This design comes from an exercise in tuning for small area and a short achievable clock period on the open sky130 flow, not from production work. RTL that was checked went through simulation tests only; none was proved equivalent to the original.

==> inputs of v31 <==
==> flow/design.v (excerpt) <==
module Filter_IIR(Output, Input, clk, reset);
  input clk;
  input reset;
  input [31:0] Input;
  output signed [31:0] Output;
  wire signed [23:0] o1, o2, o3;
  IIR_filter1 F1(o1, Input, clk, reset);
  IIR_filter2 F2(o2, o1, clk, reset);
  IIR_filter3 F3(o3, o2, clk, reset);
  assign Output = {{8{o3[23]}}, o3};
endmodule
==> module IIR_filter1, before the edit <==
module IIR_filter1(out, in, CLK, reset);
  input CLK;
  input reset;
  input signed [31:0] in;
  output signed [23:0] out;
  reg signed [22:0] d1, d2;
  function [20:0] m_s;
    input [31:0] v;
    reg signed [30:0] x, p;
    begin
      x = v[30:0];
      p = - x + (x <<< 9);
      m_s = p[30:10];
    end
  endfunction
  function [20:0] m_a2;
    input [22:0] v;
    reg signed [28:0] x, p;
    begin
      x = {{29{v[22]}}, v};
      p = - x + (x <<< 3) + (x <<< 6) - (x <<< 9);
      m_a2 = p[28:8];
    end
  endfunction
  function [20:0] m_a3;
    input [22:0] v;
    reg signed [30:0] x, p;
    begin
      x = {{31{v[22]}}, v};
      p = x - (x <<< 3) - (x <<< 7) + (x <<< 10);
      m_a3 = p[30:10];
    end
  endfunction
  function [20:0] m_b2;
    input [22:0] v;
    reg signed [28:0] x, p;
    begin
      x = {{29{v[22]}}, v};
      p = - x + (x <<< 5) + (x <<< 7) - (x <<< 9);
      m_b2 = p[28:8];
    end
  endfunction
  wire signed [20:0] ms = m_s(in);
  wire signed [20:0] ma2 = m_a2(d1);
  wire signed [20:0] ma3 = m_a3(d2);
  wire signed [20:0] mb2 = m_b2(d1);
  wire signed [22:0] dd = - ma2 - ma3;
  wire signed [23:0] cc = dd + mb2 + d2;
  wire signed [22:0] w = ms + dd;
  assign out = ms + cc;
  always @(posedge CLK or negedge reset)
    if (~reset) begin d1 <= 23'sd0; d2 <= 23'sd0; end
    else begin d1 <= w; d2 <= d1; end
endmodule
==> module IIR_filter2, before the edit <==
module IIR_filter2(out, in, CLK, reset);
  input CLK;
  input reset;
  input signed [23:0] in;
  output signed [23:0] out;
  reg signed [22:0] d1, d2;
  function [20:0] m_s;
    input [23:0] v;
    reg signed [30:0] x, p;
    begin
      x = {{31{v[23]}}, v};
      p = - x - (x <<< 2) - (x <<< 4) - (x <<< 6) + (x <<< 9);
      m_s = p[30:10];
    end
  endfunction
  function [20:0] m_a2;
    input [22:0] v;
    reg signed [30:0] x, p;
    begin
      x = {{31{v[22]}}, v};
      p = - x - (x <<< 3) + (x <<< 5) + (x <<< 8) - (x <<< 11);
      m_a2 = p[30:10];
    end
  endfunction
  function [20:0] m_a3;
    input [22:0] v;
    reg signed [26:0] x, p;
    begin
      x = {{27{v[22]}}, v};
      p = x - (x <<< 4) + (x <<< 6);
      m_a3 = p[26:6];
    end
  endfunction
  function [20:0] m_b2;
    input [22:0] v;
    reg signed [29:0] x, p;
    begin
      x = {{30{v[22]}}, v};
      p = x + (x <<< 3) + (x <<< 6);
      m_b2 = p[29:9];
    end
  endfunction
  wire signed [20:0] ms = m_s(in);
  wire signed [20:0] ma2 = m_a2(d1);
  wire signed [20:0] ma3 = m_a3(d2);
  wire signed [20:0] mb2 = m_b2(d1);
  wire signed [22:0] dd = - ma2 - ma3;
  wire signed [23:0] cc = dd + mb2 + d2;
  wire signed [22:0] w = ms + dd;
  assign out = ms + cc;
  always @(posedge CLK or negedge reset)
    if (~reset) begin d1 <= 23'sd0; d2 <= 23'sd0; end
    else begin d1 <= w; d2 <= d1; end
endmodule
==> module IIR_filter3, before the edit <==
module IIR_filter3(out, in, CLK, reset);
  input CLK;
  input reset;
  input signed [23:0] in;
  output signed [23:0] out;
  reg signed [22:0] d1, d2;
  function [20:0] m_s;
    input [23:0] v;
    reg signed [29:0] x, p;
    begin
      x = {{30{v[23]}}, v};
      p = x + (x <<< 2);
      m_s = p[29:9];
    end
  endfunction
  function [20:0] m_a2;
    input [22:0] v;
    reg signed [30:0] x, p;
    begin
      x = {{31{v[22]}}, v};
      p = x - (x <<< 2) + (x <<< 4) + (x <<< 8) - (x <<< 11);
      m_a2 = p[30:10];
    end
  endfunction
  function [20:0] m_a3;
    input [22:0] v;
    reg signed [29:0] x, p;
    begin
      x = {{30{v[22]}}, v};
      p = x - (x <<< 2) - (x <<< 4) + (x <<< 9);
      m_a3 = p[29:9];
    end
  endfunction
  function [20:0] m_b2;
    input [22:0] v;
    reg signed [27:0] x, p;
    begin
      x = {{28{v[22]}}, v};
      p = x + (x <<< 2) - (x <<< 4) + (x <<< 6) - (x <<< 8);
      m_b2 = p[27:7];
    end
  endfunction
  wire signed [20:0] ms = m_s(in);
  wire signed [20:0] ma2 = m_a2(d1);
  wire signed [20:0] ma3 = m_a3(d2);
  wire signed [20:0] mb2 = m_b2(d1);
  wire signed [22:0] dd = - ma2 - ma3;
  wire signed [23:0] cc = dd + mb2 + d2;
  wire signed [22:0] w = ms + dd;
  assign out = ms + cc;
  always @(posedge CLK or negedge reset)
    if (~reset) begin d1 <= 23'sd0; d2 <= 23'sd0; end
    else begin d1 <= w; d2 <= d1; end
endmodule
==> module Filter_IIR, before the edit <==
module Filter_IIR(Output, Input, clk, reset);
  input clk;
  input reset;
  input [31:0] Input;
  output signed [31:0] Output;
  wire signed [23:0] o1, o2, o3;
  IIR_filter1 F1(o1, Input, clk, reset);
  IIR_filter2 F2(o2, o1, clk, reset);
  IIR_filter3 F3(o3, o2, clk, reset);
  assign Output = {{8{o3[23]}}, o3};
endmodule
clock: 40.0 ns
lec_check: 0
cap_margin: 20
core_margin: 2
core_utilization: 40
slew_margin: 20
run.sh (not shown) runs the stock make flow with config.mk's settings and CLKGATE_MAP_FILE= SYNTH_SCRIPT=/design/flow/synth_recipe.tcl, a recipe that flattens the netlist after the stock synthesis.
==> v26 (differences from v31) <==
==> flow/design.v (replaced) <==
`timescale 1ns / 1ps
module IIR_filter1(out, in, CLK,reset
    );
parameter no_bits = 32;
input CLK;
input reset;
input signed [no_bits-1:0]  in;
output signed [no_bits-1:0] out;
reg signed [no_bits-1:0] out;
reg signed [no_bits-1:0] in_s, diff_1, diff_2, fb1, fb2, fw1, sum_1, sum_2, delay1, delay2; 
localparam signed [no_bits-1:0] b2 = -32'd2824;
localparam signed [no_bits-1:0] a2 = -32'd3528;
localparam signed [no_bits-1:0] a3 = 32'd1778;
localparam signed [no_bits-1:0] s = 32'd1022;
always @(posedge (CLK) or negedge (reset))
begin
if(~reset) begin
		delay1 <= 32'b0;
    end
    else begin
		delay1 <= diff_2;
    end
end
always @(posedge (CLK) or negedge (reset))
begin
if(~reset) begin
		delay2 <= 32'b0;
    end
    else begin
		delay2 <= delay1;
    end
end
always @(*) in_s <= (in * s)>>>11;
always @(*) diff_1 <= in_s - fb1;
always @(*) fb1 <= (a2 * delay1)>>>11;
always @(*) diff_2 <= diff_1 - fb2;
always @(*) fb2 <= (a3 * delay2)>>>11;
always @(*) sum_1 <= diff_2 + fw1;
always @(*) fw1 <= (b2 * delay1)>>>11;
always @(*) sum_2 <= sum_1 + delay2;
always @(*) out <= sum_2; 
endmodule
`timescale 1ns / 1ps
module IIR_filter2(out, in, CLK,reset
    );
parameter no_bits = 32;
input CLK;
input reset;
input signed [no_bits-1:0]  in;
output signed [no_bits-1:0] out;
reg signed [no_bits-1:0] out;
reg signed [no_bits-1:0] in_s, diff_1, diff_2, fb1, fb2, fw1, sum_1, sum_2, delay1, delay2; 
localparam signed [no_bits-1:0] b2 = 32'd292;
localparam signed [no_bits-1:0] a2 = -32'd3538;
localparam signed [no_bits-1:0] a3 = 32'd1568;
localparam signed [no_bits-1:0] s = 32'd854;
always @(posedge (CLK) or negedge (reset))
begin
if(~reset) begin
		delay1 <= 32'b0;
    end
    else begin
		delay1 <= diff_2;
    end
end
always @(posedge (CLK) or negedge (reset))
begin
if(~reset) begin
		delay2 <= 32'b0;
    end
    else begin
		delay2 <= delay1;
    end
end
always @(*) in_s <= (in * s)>>>11;
always @(*) diff_1 <= in_s - fb1;
always @(*) fb1 <= (a2 * delay1)>>>11;
always @(*) diff_2 <= diff_1 - fb2;
always @(*) fb2 <= (a3 * delay2)>>>11;
always @(*) sum_1 <= diff_2 + fw1;
always @(*) fw1 <= (b2 * delay1)>>>11;
always @(*) sum_2 <= sum_1 + delay2;
always @(*) out <= sum_2; 
endmodule
`timescale 1ns / 1ps
module IIR_filter3(out, in, CLK,reset
    );
parameter no_bits = 32;
input CLK;
input reset;
input signed [no_bits-1:0]  in;
output signed [no_bits-1:0] out;
reg signed [no_bits-1:0] out;
reg signed [no_bits-1:0] in_s, diff_1, diff_2, fb1, fb2, fw1, sum_1, sum_2, delay1, delay2; 
localparam signed [no_bits-1:0] b2 = -32'd3248;
localparam signed [no_bits-1:0] a2 = -32'd3558;
localparam signed [no_bits-1:0] a3 = 32'd1972;
localparam signed [no_bits-1:0] s = 32'd20;
always @(posedge (CLK) or negedge (reset))
begin
if(~reset) begin
		delay1 <= 32'b0;
    end
    else begin
		delay1 <= diff_2;
    end
end
always @(posedge (CLK) or negedge (reset))
begin
if(~reset) begin
		delay2 <= 32'b0;
    end
    else begin
		delay2 <= delay1;
    end
end
always @(*) in_s <= (in * s)>>>11;
always @(*) diff_1 <= in_s - fb1;
always @(*) fb1 <= (a2 * delay1)>>>11;
always @(*) diff_2 <= diff_1 - fb2;
always @(*) fb2 <= (a3 * delay2)>>>11;
always @(*) sum_1 <= diff_2 + fw1;
always @(*) fw1 <= (b2 * delay1)>>>11;
always @(*) sum_2 <= sum_1 + delay2;
always @(*) out <= sum_2; 
endmodule
`timescale 1ns / 1ps
module Filter_IIR
          (
           Output,          
           Input,
           clk,
           reset
          );
  wire signed [31:0] Output_1;
  wire signed [31:0] Output_2;
  wire signed [31:0] Output_3;
  input   clk;
  input   reset;
  input   [31:0] Input;   
  output signed [31:0] Output;   
IIR_filter1 F1(Output_1, Input, clk,reset);
IIR_filter2 F2(Output_2, Output_1, clk,reset);
IIR_filter3 F3(Output_3, Output_2, clk,reset);
  assign Output = Output_3;
endmodule  
==> summary of the runs <==
- Of v26 and v31, v26 has the higher critical path depth (gap 29).
- Non-clock buffer count: v26 is higher than v31 (331).
- Final area: v31 is lower than v26 (about 30%).
- In count of clock-buffer cells in the layout, v26 and v31 do not differ.
- Against v26, the sequential share of layout area of v31 is higher by 2.4 points.
- v26 produced a clean layout. v31 completed without violations.
==> figures <==
Gate count after technology mapping: v26 5767; v31 4521
Area share of fa/ha/maj cells after synthesis: v26 61.60%; v31 47.18%
Number of tap cells added at floorplan: v26 1794; v31 1357
Result of the run: v26 finished clean; v31 finished clean
Standard cell with the maximum stage delay on the critical path: v26 fa_1; v31 clkdlybuf4s50_1
Global placement routability congestion: v26 0.8647; v31 0.8460
Met2 layer usage reported by global route: v26 31.63%; v31 32.52%
Number of placement rows: v26 136; v31 116
PostCTS Resize Cnt: v26 12; v31 0
Function not checked in v31: the RTL went through the layout flow alone.

## port drivers added, routing unchanged
The results above use ideal ports. As a check the final layouts listed here were re-extracted and re-timed, cells and wires unchanged.
Step 1 assumes that a clkbuf_16 drives the clock port and a buf_2 every other input.
Step 2 adds t to the input delays and takes it off the output delays; t is the mean of the earliest and latest rising clock arrival at the registers after step 1. Input paths then give back, and output paths get back, about the clock's delay inside the block.
a / b / c = no drivers / after step 1 / after step 2; a / b = the first two.
run	shift t [ns]	slack for setup (ns)	worst setup path after step 2	worst register clock-pin slew, ns
v31	0.557	5.591 / 5.568 / 5.568	input to output	0.08 / 0.08
v26	0.564	1.179 / 1.156 / 1.156	input to output	0.07 / 0.07
After both steps setup and hold are still met in every run listed.
